Source: an optimization exercise on an open RTL-to-GDS flow (aim: small area). Production flows keep margins and buffers that such runs may drop.
Only simulation tests tie the RTL to the original design; equivalence was not proved.
The clock port is modelled as an ideal driver, which makes a skipped or thinned clock tree look cheaper than it is; a real chip needs a root buffer or a tree.
Power and IR drop assume default switching activity.

`design/flow/config.mk`:
```
export PLATFORM = sky130hd
export DESIGN_NAME = uart
export DESIGN_NICKNAME = uart
export VERILOG_FILES = /design/flow/design.v
export SDC_FILE = /design/flow/constraint.sdc
export NUM_CORES = 4
export LEC_CHECK = 0
export CAP_MARGIN = 20
export CORE_MARGIN = 2
export CORE_UTILIZATION = 40
export SLEW_MARGIN = 20
```
`design/flow/constraint.sdc`:
```
create_clock -name core_clock -period 10.0 [get_ports {clk_i}]
set_input_delay 2.0000 -clock core_clock [delete_from_list [all_inputs] [get_ports {clk_i}]]
set_output_delay 2.0000 -clock core_clock [all_outputs]
set_load 0.01 [all_outputs]
```
`design/flow/design.v`:
```
`timescale 1ns / 1ps
module clk_gen (
  input              clk_i,
  input              rst_i,
  input      [16:0]  baud_i,
  output             tx_tick_o,
  output             rx_tick_o
);
reg in_table;
always @(*) begin
  case (baud_i)
    17'd4800, 17'd14400, 17'd19200, 17'd38400, 17'd57600, 17'd115200, 17'd128000: in_table = 1'b1;
    default: in_table = 1'b0;
  endcase
end
wire [2:0] sel = in_table ? {baud_i[9], baud_i[12], baud_i[15]} : 3'd0;
reg  [13:0] tx_s;
reg  [13:0] tx_seed;
reg           tx_ph;
wire          tx_end = (tx_s == 14'h3f7f);
always @(*) begin
  case (sel)
    3'd0: tx_seed = 14'h1c64;
    3'd1: tx_seed = 14'h1db4;
    3'd2: tx_seed = 14'h863;
    3'd3: tx_seed = 14'h11a5;
    3'd4: tx_seed = 14'h39a4;
    3'd5: tx_seed = 14'h1fac;
    3'd6: tx_seed = 14'h3925;
    3'd7: tx_seed = 14'h12ec;
    default: tx_seed = 14'h1c64;
  endcase
end
always @(posedge clk_i) begin
  if (rst_i || tx_end)
    tx_s <= tx_seed;
  else
    tx_s <= {tx_s[12:0], ~(tx_s[1] ^ tx_s[5] ^ tx_s[6] ^ tx_s[13])};
end
always @(posedge clk_i) begin
  if (rst_i)
    tx_ph <= 1'b0;
  else if (tx_end)
    tx_ph <= ~tx_ph;
end
reg  [9:0] rx_s;
reg  [9:0] rx_seed;
reg           rx_ph;
wire          rx_end = (rx_s == 10'h3ff);
always @(*) begin
  case (sel)
    3'd0: rx_seed = 10'h29;
    3'd1: rx_seed = 10'h171;
    3'd2: rx_seed = 10'h189;
    3'd3: rx_seed = 10'h190;
    3'd4: rx_seed = 10'h22e;
    3'd5: rx_seed = 10'h132;
    3'd6: rx_seed = 10'h335;
    3'd7: rx_seed = 10'h191;
    default: rx_seed = 10'h29;
  endcase
end
always @(posedge clk_i) begin
  if (rst_i || rx_end)
    rx_s <= rx_seed;
  else
    rx_s <= {rx_s[8:0], ~(rx_s[7] ^ rx_s[8] ^ rx_s[9])};
end
always @(posedge clk_i) begin
  if (rst_i)
    rx_ph <= 1'b0;
  else if (rx_end)
    rx_ph <= ~rx_ph;
end
assign tx_tick_o = tx_end && !tx_ph;
assign rx_tick_o = rx_end && !rx_ph;
endmodule
`timescale 1ns / 1ps
module uart_tx(
  input            clk_i,
  input            tick_i,
  input            tx_start_i,
  input            rst_i,
  input      [7:0] tx_data_i,
  input      [3:0] length_i,
  input            parity_type_i,
  input            parity_en_i,
  input            stop2_i,
  output reg       tx_o,
  output           tx_done_o,
  output           tx_err_o
);
localparam [3:0] IDLE   = 4'd0,
                 START  = 4'd1,
                 PARITY = 4'd2,
                 STOP1  = 4'd3,
                 STOP2  = 4'd4,
                 DONE   = 4'd5,
                 DATA0  = 4'd8;
reg [3:0] state;
reg [3:0] next_state;
reg       parity;
wire last_bit = state[2] && (state[1:0] + 2'd1 == length_i[1:0]);
always @(*) begin
  case (state)
    IDLE:    next_state = {3'b000, tx_start_i};
    START:   next_state = DATA0;
    PARITY:  next_state = STOP1;
    STOP1:   next_state = {3'b010, ~stop2_i};
    STOP2:   next_state = DONE;
    DONE:    next_state = IDLE;
    default: begin
      if (!state[3])
        next_state = IDLE;
      else if (!last_bit)
        next_state = {1'b1, state[2:0] + 3'd1};
      else
        next_state = {3'b001, ~parity_en_i};
    end
  endcase
end
always @(posedge clk_i) begin
  if (rst_i)
    state <= IDLE;
  else if (tick_i)
    state <= next_state;
end
always @(posedge clk_i) begin
  if (state == START)
    parity <= ~parity_type_i;
  else if (tick_i && state[3])
    parity <= parity ^ tx_o;
end
always @(*) begin
  if (state[3])
    tx_o = tx_data_i[state[2:0]];
  else if (state == START)
    tx_o = 1'b0;
  else if (state == PARITY)
    tx_o = parity;
  else
    tx_o = 1'b1;
end
assign tx_done_o = (state == DONE);
assign tx_err_o  = 1'b0;
endmodule
`timescale 1ns / 1ps
module uart_rx (
  input              clk_i,
  input              tick_i,
  input              rx_start_i,
  input              rst_i,
  input              rx_i,
  input        [3:0] length_i,
  input              parity_type_i,
  input              parity_en_i,
  input              stop2_i,
  output reg   [7:0] rx_out_o,
  output             rx_done_o,
  output reg         rx_error_o
);
localparam [3:0] IDLE   = 4'd0,
                 START  = 4'd1,
                 PARITY = 4'd2,
                 STOP1  = 4'd3,
                 STOP2  = 4'd4,
                 DONE   = 4'd5;
reg [3:0] state;
reg [3:0] next_state;
reg [3:0] count;
wire mid  = (count == 4'd7);
wire end_ = (count == 4'd15);
always @(*) begin
  next_state = state;
  case (state)
    IDLE:   if (rx_start_i && !rx_i) next_state = START;
    START:  if (mid && rx_i) next_state = IDLE;
            else if (end_) next_state = {1'b1, ~length_i[2:0]};
    PARITY: if (end_) next_state = STOP1;
    STOP1:  if (end_) next_state = {3'b010, ~stop2_i};
    STOP2:  if (end_) next_state = DONE;
    DONE:   next_state = IDLE;
    default: begin
      if (!state[3])
        next_state = IDLE;
      else if (end_) begin
        if (state[2:0] != 3'd6)
          next_state = {1'b1, state[2:0] + 3'd1};
        else
          next_state = {3'b001, ~parity_en_i};
      end
    end
  endcase
end
always @(posedge clk_i) begin
  if (rst_i)
    state <= IDLE;
  else if (tick_i)
    state <= next_state;
end
always @(posedge clk_i) begin
  if (tick_i) begin
    if (state == IDLE)
      count <= 4'd0;
    else
      count <= count + 4'd1;
  end
end
always @(posedge clk_i) begin
  if (tick_i && mid && state[3]) begin
    rx_out_o[7] <= (length_i[2:0] == 3'd0) && rx_i;
    rx_out_o[6] <= (length_i[2:0] == 3'd7) ? rx_i : rx_out_o[7];
    rx_out_o[5] <= (length_i[2:0] == 3'd6) ? rx_i : rx_out_o[6];
    rx_out_o[4] <= (length_i[2:0] == 3'd5) ? rx_i : rx_out_o[5];
    rx_out_o[3:0] <= rx_out_o[4:1];
  end
end
always @(posedge clk_i) begin
  if (state == IDLE)
    rx_error_o <= ~parity_type_i & parity_en_i;
  else if (tick_i && mid) begin
    if (state[3] || state == PARITY)
      rx_error_o <= rx_error_o ^ (rx_i & parity_en_i);
    else if (state == STOP1 || state == STOP2)
      rx_error_o <= rx_error_o | ~rx_i;
  end
end
assign rx_done_o = (state == DONE);
endmodule
`timescale 1ns / 1ns
module uart (
  input         clk_i,
  input         rst_i,
  input         tx_start_i,
  input         rx_start_i,
  input  [7:0]  tx_data_i,
  input         rx_i,         
  input  [16:0] baud_i,
  input  [3:0]  length_i,
  input         parity_type_i,
  input         parity_en_i,
  input         stop2_i,
  output        tx_done_o,
  output        rx_done_o,
  output        tx_err_o,
  output        rx_err_o,
  output        tx_o,         
  output [7:0]  rx_out_o
);
wire tx_tick, rx_tick;
clk_gen cg0 (
  .clk_i     (clk_i),
  .rst_i     (rst_i),
  .baud_i    (baud_i),
  .tx_tick_o (tx_tick),
  .rx_tick_o (rx_tick)
);
uart_tx tx0 (
  .clk_i          (clk_i),
  .tick_i         (tx_tick),
  .tx_start_i     (tx_start_i),
  .rst_i          (rst_i),
  .tx_data_i      (tx_data_i),
  .length_i       (length_i),
  .parity_type_i  (parity_type_i),
  .parity_en_i    (parity_en_i),
  .stop2_i        (stop2_i),
  .tx_o           (tx_o),
  .tx_done_o      (tx_done_o),
  .tx_err_o       (tx_err_o)
);
uart_rx rx0 (
  .clk_i          (clk_i),
  .tick_i         (rx_tick),
  .rx_start_i     (rx_start_i),
  .rst_i          (rst_i),
  .rx_i           (rx_i),
  .length_i       (length_i),
  .parity_type_i  (parity_type_i),
  .parity_en_i    (parity_en_i),
  .stop2_i        (stop2_i),
  .rx_out_o       (rx_out_o),
  .rx_done_o      (rx_done_o),
  .rx_error_o     (rx_err_o)
);
endmodule
```
`design/flow/flow/run.sh`:
```
#!/bin/bash
# The standard ORFS layout (standard.sh), with these layout choices:
# - before placement, flow/resynth.tcl removes synthesis buffers, re-maps the
#   logic for area with OpenROAD's restructure and gives each logic cell its
#   smallest drive strength; the placement repair sizes up where needed;
# - port buffers are buf_1 cells (the default picks a larger buffer);
set -euo pipefail
BUF='BUFFER_PORTS_ARGS=-buffer_cell sky130_fd_sc_hd__buf_1'
CTS='CTS_ARGS=-sink_clustering_enable -repair_clock_nets -dont_use_dummy_load'
PDIR=$FLOW_HOME/platforms/$FLOW_PLATFORM
RES=orfs/results/$FLOW_PLATFORM/uart/base
bash standard.sh synth > synth.log 2>&1
bash standard.sh "$BUF" "$CTS" floorplan > floorplan.log 2>&1
RS_ODB=$RES/2_floorplan.odb RS_SDC=$RES/2_floorplan.sdc RS_PLATFORM_DIR=$PDIR \
  RS_LIB=$(ls $PDIR/lib/*tt_025C_1v80.lib) RS_RESTRUCTURE=2 \
  openroad -no_init -exit flow/resynth.tcl > resynth.log 2>&1
bash standard.sh "$BUF" "$CTS" cts > place_cts.log 2>&1
CC_ODB=$RES/4_cts.odb CC_CLK=clk_i openroad -no_init -exit flow/noroot.tcl > noroot.log 2>&1
bash standard.sh "$BUF" "$CTS" finish > layout.log 2>&1
```
`design/flow/flow/noroot.tcl`:
```
read_db $::env(CC_ODB)
set block [ord::get_db_block]
set port_net [[$block findBTerm $::env(CC_CLK)] getNet]
set loads [$port_net getITerms]
if {[llength $loads] == 1} {
  set root [[lindex $loads 0] getInst]
  set onet [[$root findITerm X] getNet]
  set next [$onet getITerms]
  set ok [expr {[string match *clkbuf* [[$root getMaster] getName]]}]
  set below {}
  foreach it $next {
    if {[$it getInst] eq $root} { continue }
    lappend below $it
    if {![string match *clkbuf* [[[$it getInst] getMaster] getName]]} { set ok 0 }
  }
  if {$ok && [llength $below] <= 4} {
    foreach it $below { $it disconnect }
    odb::dbInst_destroy $root
    odb::dbNet_destroy $onet
    foreach it $below { $it connect $port_net }
    puts "noroot: removed [$root getName], port feeds [llength $below] buffers"
  } else {
    puts "noroot: tree left as it is"
  }
}
write_db $::env(CC_ODB)
```
`design/flow/flow/resynth.tcl`:
```
# Before placement: re-map the logic for area (OpenROAD restructure, RS_RESTRUCTURE
# passes), after
# removing synthesis buffers and turning half adders that only use their carry
# output into and2 cells; then give each remaining logic cell its smallest
# drive strength. Flip-flops are left as synthesis made them.
read_db $::env(RS_ODB)
read_liberty $::env(RS_LIB)
read_sdc $::env(RS_SDC)
source $::env(RS_PLATFORM_DIR)/setRC.tcl
set db [ord::get_db]
set block [ord::get_db_block]
proc area {} {
  set a 0
  foreach inst [[ord::get_db_block] getInsts] {
    set m [$inst getMaster]
    if {[string match *tap* [$m getName]]} { continue }
    set a [expr {$a + [$m getWidth] * [$m getHeight]}]
  }
  return [expr {$a / 1e6}]
}
puts "RS area start [area]"
remove_buffers
puts "RS area after remove_buffers [area]"

set and2 [$db findMaster sky130_fd_sc_hd__and2_0]
set nha 0
foreach inst [$block getInsts] {
  if {![string match sky130_fd_sc_hd__ha_* [[$inst getMaster] getName]]} { continue }
  set snet [[$inst findITerm SUM] getNet]
  if {$snet ne "NULL" && [llength [$snet getITerms]] + [llength [$snet getBTerms]] > 1} { continue }
  set na [[$inst findITerm A] getNet]
  set nb [[$inst findITerm B] getNet]
  set nc [[$inst findITerm COUT] getNet]
  set name [$inst getName]
  odb::dbInst_destroy $inst
  if {$snet ne "NULL"} { odb::dbNet_destroy $snet }
  set new [odb::dbInst_create $block $and2 "${name}_and"]
  [$new findITerm A] connect $na
  [$new findITerm B] connect $nb
  [$new findITerm X] connect $nc
  incr nha
}
puts "RS half adders replaced: $nha, area [area]"

# Nets a tie cell drives, with the tie pin, to put back any that restructure
# leaves without a driver.
set ties {}
foreach inst [$block getInsts] {
  if {![string match sky130_fd_sc_hd__conb_* [[$inst getMaster] getName]]} { continue }
  foreach pin {HI LO} {
    set net [[$inst findITerm $pin] getNet]
    if {$net ne "NULL"} { lappend ties [list [$net getName] $pin] }
  }
}

for {set it 0} {$it < $::env(RS_RESTRUCTURE)} {incr it} {
  file mkdir rs_work
  restructure -target area -liberty_file $::env(RS_LIB) \
    -tielo_port sky130_fd_sc_hd__conb_1/LO -tiehi_port sky130_fd_sc_hd__conb_1/HI \
    -work_dir rs_work
  puts "RS area after restructure [area]"
}

proc has_driver {net} {
  foreach it [$net getITerms] {
    if {[$it isOutputSignal]} { return 1 }
  }
  foreach bt [$net getBTerms] {
    if {[$bt getIoType] eq "INPUT"} { return 1 }
  }
  return 0
}
set conb [$db findMaster sky130_fd_sc_hd__conb_1]
set nt 0
foreach tie $ties {
  lassign $tie name pin
  set net [$block findNet $name]
  if {$net eq "NULL" || [has_driver $net]} { continue }
  set inst [odb::dbInst_create $block $conb "rs_tie_$nt"]
  [$inst findITerm $pin] connect $net
  incr nt
}
puts "RS tie cells put back: $nt"
foreach net [$block getNets] {
  if {[$net getSigType] ne "SIGNAL"} { continue }
  if {[llength [$net getITerms]] + [llength [$net getBTerms]] < 2} { continue }
  if {![has_driver $net]} { error "net [$net getName] has no driver" }
}

set masters [dict create]
foreach lib [$db getLibs] {
  foreach m [$lib getMasters] { dict set masters [$m getName] $m }
}
set n 0
foreach inst [$block getInsts] {
  set m [$inst getMaster]
  set name [$m getName]
  if {![regexp {^(sky130_fd_sc_hd__([a-z0-9]+))_(\d+)$} $name -> base kind drv]} { continue }
  if {[regexp {^(df|edf|sdf|sedf|dl|conb|tap|fill|decap|diode|lpflow|probe|clk)} $kind]} { continue }
  set best $m
  foreach d {0 1 2 3 4 6 8 12 16} {
    set cand "${base}_$d"
    if {![dict exists $masters $cand]} { continue }
    set cm [dict get $masters $cand]
    if {[$cm getWidth] < [$best getWidth]} { set best $cm }
  }
  if {$best ne $m} {
    $inst swapMaster $best
    incr n
  }
}
puts "RS downsized $n cells, area [area]"
global_connect
write_db $::env(RS_ODB)
```
`design/flow/standard.sh`:
```
#!/bin/bash
# synth_recipe.tcl (not shown) runs the flow's synth.tcl, then flattens the netlist and writes it again
# the make line also repeats each setting of config.mk as NAME=value (left out here)
make -C /OpenROAD-flow-scripts/flow DESIGN_CONFIG=/design/flow/config.mk WORK_HOME=/design/flow/orfs CLKGATE_MAP_FILE= SYNTH_SCRIPT=/design/flow/synth_recipe.tcl "${@:-finish}"
```
==> run summary <==
## sequential cells by signal (all words and copies together), names as in the netlist
name,cells
cg0.tx_s,14
cg0.rx_s,10
rx0.rx_out_o,8
rx0.count,4
rx0.state,4
tx0.state,4
cg0.rx_ph,1
cg0.tx_ph,1
rx0.rx_error_o,1
tx0.parity,1
## synth_stat cells, types with 2 or more instances
cell type | n | area, sq um
a211oi_1 | 3 | 22.5
nor4b_1 | 4 | 35.0
xor2_1 | 4 | 35.0
nand2b_1 | 8 | 50.1
a21oi_1 | 15 | 75.1
or2_2 | 3 | 18.8
nor4bb_1 | 2 | 20.0
nand3b_1 | 5 | 37.5
inv_1 | 13 | 48.8
nand4_1 | 4 | 25.0
mux2i_1 | 4 | 40.0
o21ai_1 | 4 | 20.0
nand4b_1 | 2 | 17.5
o31a_1 | 3 | 26.3
and3_1 | 5 | 31.3
nand2_1 | 32 | 120
mux2_2 | 3 | 33.8
mux4_2 | 2 | 45.0
o31ai_1 | 8 | 60.1
edfxtp_1 | 14 | 420
a21o_1 | 2 | 15.0
nor2_1 | 23 | 86.3
clkbuf_1 | 13 | 48.8
buf_6 | 2 | 22.5
o22ai_1 | 5 | 31.3
nor2b_1 | 4 | 25.0
ha_1 | 9 | 113
o211ai_1 | 5 | 37.5
o31ai_2 | 4 | 50.1
o21ai_0 | 5 | 25.0
nor3_1 | 2 | 10.0
o32a_1 | 3 | 30.0
nand3_1 | 5 | 25.0
xnor2_1 | 7 | 61.3
dfxtp_1 | 34 | 681
nor3b_1 | 3 | 22.5
## layer usage
metal,GRT usage,up-vias,wire length (um)
met1,0.207,1018,2660
met4,0.0364,0,63
met2,0.232,72,2420
met3,0.0370,6,280
met5,0,-,0
li1,-,1155,-
## area by class of cell
| class | instances | area (sq um) |
|---|---|---|
| Tap cell | 80 | 100 |
| Multi-Input combinational cell | 184 | 1080 |
| Timing Repair Buffer | 47 | 176 |
| Inverter | 47 | 176 |
| Sequential cell | 48 | 1100 |
| Fill cell | 687 | 4070 |
| Clock buffer | 4 | 55.1 |
## report_power, final
part	internal (mW)	switching, mW	total [mW]
registers	0.205	0.00368	0.209
logic	0.0110	0.0174	0.0284
clock network	0.0367	0.0488	0.0854
total	0.253	0.0699	0.323
## through the flow
stage,area (sq um),util,instances
after floorplan,2770,-,294
after global placement,2640,0.390,406
after detailed placement,2640,0.390,406
after CTS,2710,0.400,411
after global routing,2690,0.398,410
final,2690,0.398,410
## cell usage in the layout, fill, tap and decap left out, types with 3 or more instances in the layout
| master | n |
|---|---|
| buf_1 | 47 |
| clkinv_1 | 47 |
| dfxtp_1 | 34 |
| o21ai_0 | 31 |
| nor2_1 | 23 |
| edfxtp_1 | 14 |
| nand2_1 | 13 |
| a21oi_1 | 12 |
| nand3_1 | 11 |
| nor4_1 | 11 |
| o21a_1 | 10 |
| o22ai_1 | 10 |
| nor3_1 | 9 |
| nand4_1 | 7 |
| a31oi_1 | 6 |
| clkbuf_8 | 4 |
| a22oi_1 | 4 |
| o22a_1 | 4 |
| o2bb2ai_1 | 3 |
| o32a_1 | 3 |
| o32ai_1 | 3 |
| or4_1 | 3 |
## cell families (layout without fill, tap and decap cells)
logic type	Yosys count	in the layout	share of synthesized area
and+or+nand+nor	113	83	0.234
AOI/OAI and AO/OA	73	100	0.200
buffers and inverters	30	98	0.0475
muxes	9	0	0.0430
other	1	1	0.00136
DFF	48	48	0.398
xor gates and xnor gates	11	0	0.0348
adders and majority gates	9	0	0.0407
## worst max path at each step
stage / from / endpoint / slack [ns] / cells past startpoint
after floorplan: tx_data_i[7] / tx_o / 5.22 / 3
after global placement: tx_data_i[4] / tx_o / 5.07 / 7
after detailed placement: tx_data_i[4] / tx_o / 5.08 / 7
after CTS: tx_data_i[4] / tx_o / 5.07 / 7
after global routing: tx_data_i[7] / tx_o / 4.89 / 7
final: tx_data_i[4] / tx_o / 5.06 / 7
## worst max-delay path, cell delays in order
cell      delay, ns
buf_1          0.07
o22ai_1        0.14
o22ai_1        0.09
o22ai_1        0.22
clkinv_1       0.12
o32a_1         0.17
buf_1          0.13
==> run summary <==
Hold Path Depth -> 2
Netlist cell types -> 66
Worst-Margin Slew -> 0.843 ns
GR Overflow Total -> 0
Initial Util -> 0.409
clk sinks -> 48
first-pass GRT wire length -> 9180 um
Die Ht -> 87.1 um
max-slew violation count -> 0
Syn Inst Count -> 294
port bufs -> 47
Startpoint Class -> input port
WL final -> 5430 um
Core Box Area -> 6760 sq um
Top Ports -> 50
WHS -> 0.452 ns
Wirelength per Cell -> 13.3 um
Syn Nets -> 340
Syn-to-layout area delta -> -2.67%
PD cells -> 120 nW/um^2
die width -> 87.1 um
Setup CP Type -> input port to output pin
EDFF count, synth -> 14
pin count of the biggest net entering global routing -> 14
DRT iter0 DRCs -> 121
CP arrival -> 2.94 ns
hold-fix buffers at CTS -> 0
final hold vios -> 0
number of routed nets with antenna violations -> 0
Ys Warns -> 3
Clock Skew -> 0.00809 ns
final setup fails -> 0
share of cells above drive strength 1 -> 0.0121
hold_sp -> cg0.rx_s[6]$_DFF_P_
worst setup margin -> 5.06 ns
Max Cap Violations -> 0
DR pass1 iterations -> 4
DP HPWL -> 4070 um
Crit Path Max Fanout -> 2
crit end category -> output pin
Leak Pwr -> 0.837 nW
Hold Path Sink -> cg0.rx_s[7]$_DFF_P_
Yosys reg bits -> 48
R2R Path Start -> tx0.state[0]$_SDFFE_PP0P_
Resize count post-CTS -> 0
reg2reg setup slack -> 7.49 ns
standard-cell rows -> 30
sequential-to-total area share from yosys stat -> 0.398
PnR Total Power -> 0.323 mW
HP Class -> flip-flop to flip-flop
DR vias/cell -> 5.49
Final period util -> 0.494
TNS Setup -> 0 ns
Slew HR -> 0.431
Total GRT Usage -> 0.148
min cycle time layout -> 4.94 ns
routed vias -> 2,251
Syn Std Cell Area -> 2770 sq um
GPL Wtd Cong -> 0.860
FF-to-FF path depth -> 9
ys async rst share -> 0
initial antenna violation count -> 0
total setup buffers inserted after CTS -> 0
WP data required -> 8.00 ns
Die Area -> 7590 sq um
Syn Area/Cell -> 9.41 sq um
Worst-path clk slew -> 0.08 ns
status -> complete, no violations
DRC viols -> 0
VDD IR max -> 0.0000626 V
Antenna Cells -> 0
Achievable Freq -> 202 MHz
RSZ-0062 raised after global routing -> false
NumNets Final -> 369
ys flop type -> dfxtp_1
Place WS -> 5.08 ns
Worst-Skew Late Latency -> 0.14 ns
reg2reg end -> tx0.state[0]$_SDFFE_PP0P_
number of global-route vias before repair -> 2,085

[port drivers added, routing unchanged]
The results above use ideal ports. As a check the final layout listed here was re-extracted and re-timed, cells and wires unchanged.
Step 1 assumes that a clkbuf_16 drives the clock port and a buf_2 every other input.
Step 2 moves the port delays by t, midway between the first and last clock arrival at a register: inputs arrive t later, outputs are due t later. That takes back most of the time a late clock gives input paths.
a / b / c = ideal / step 1 / step 2; a / b = the first two.
t (ns): 0.193
setup slack, ns: 5.060 / 5.034 / 5.034
hold WS [ns]: 0.452 / 0.452 / 0.452
worst setup path at the end: input to output
latest minus earliest clock arrival (ns): 0.009 / 0.008
After both steps this run still meets setup and hold. The setup slack of this run moves by -0.026 ns with the drivers and by -0.026 ns with both steps.
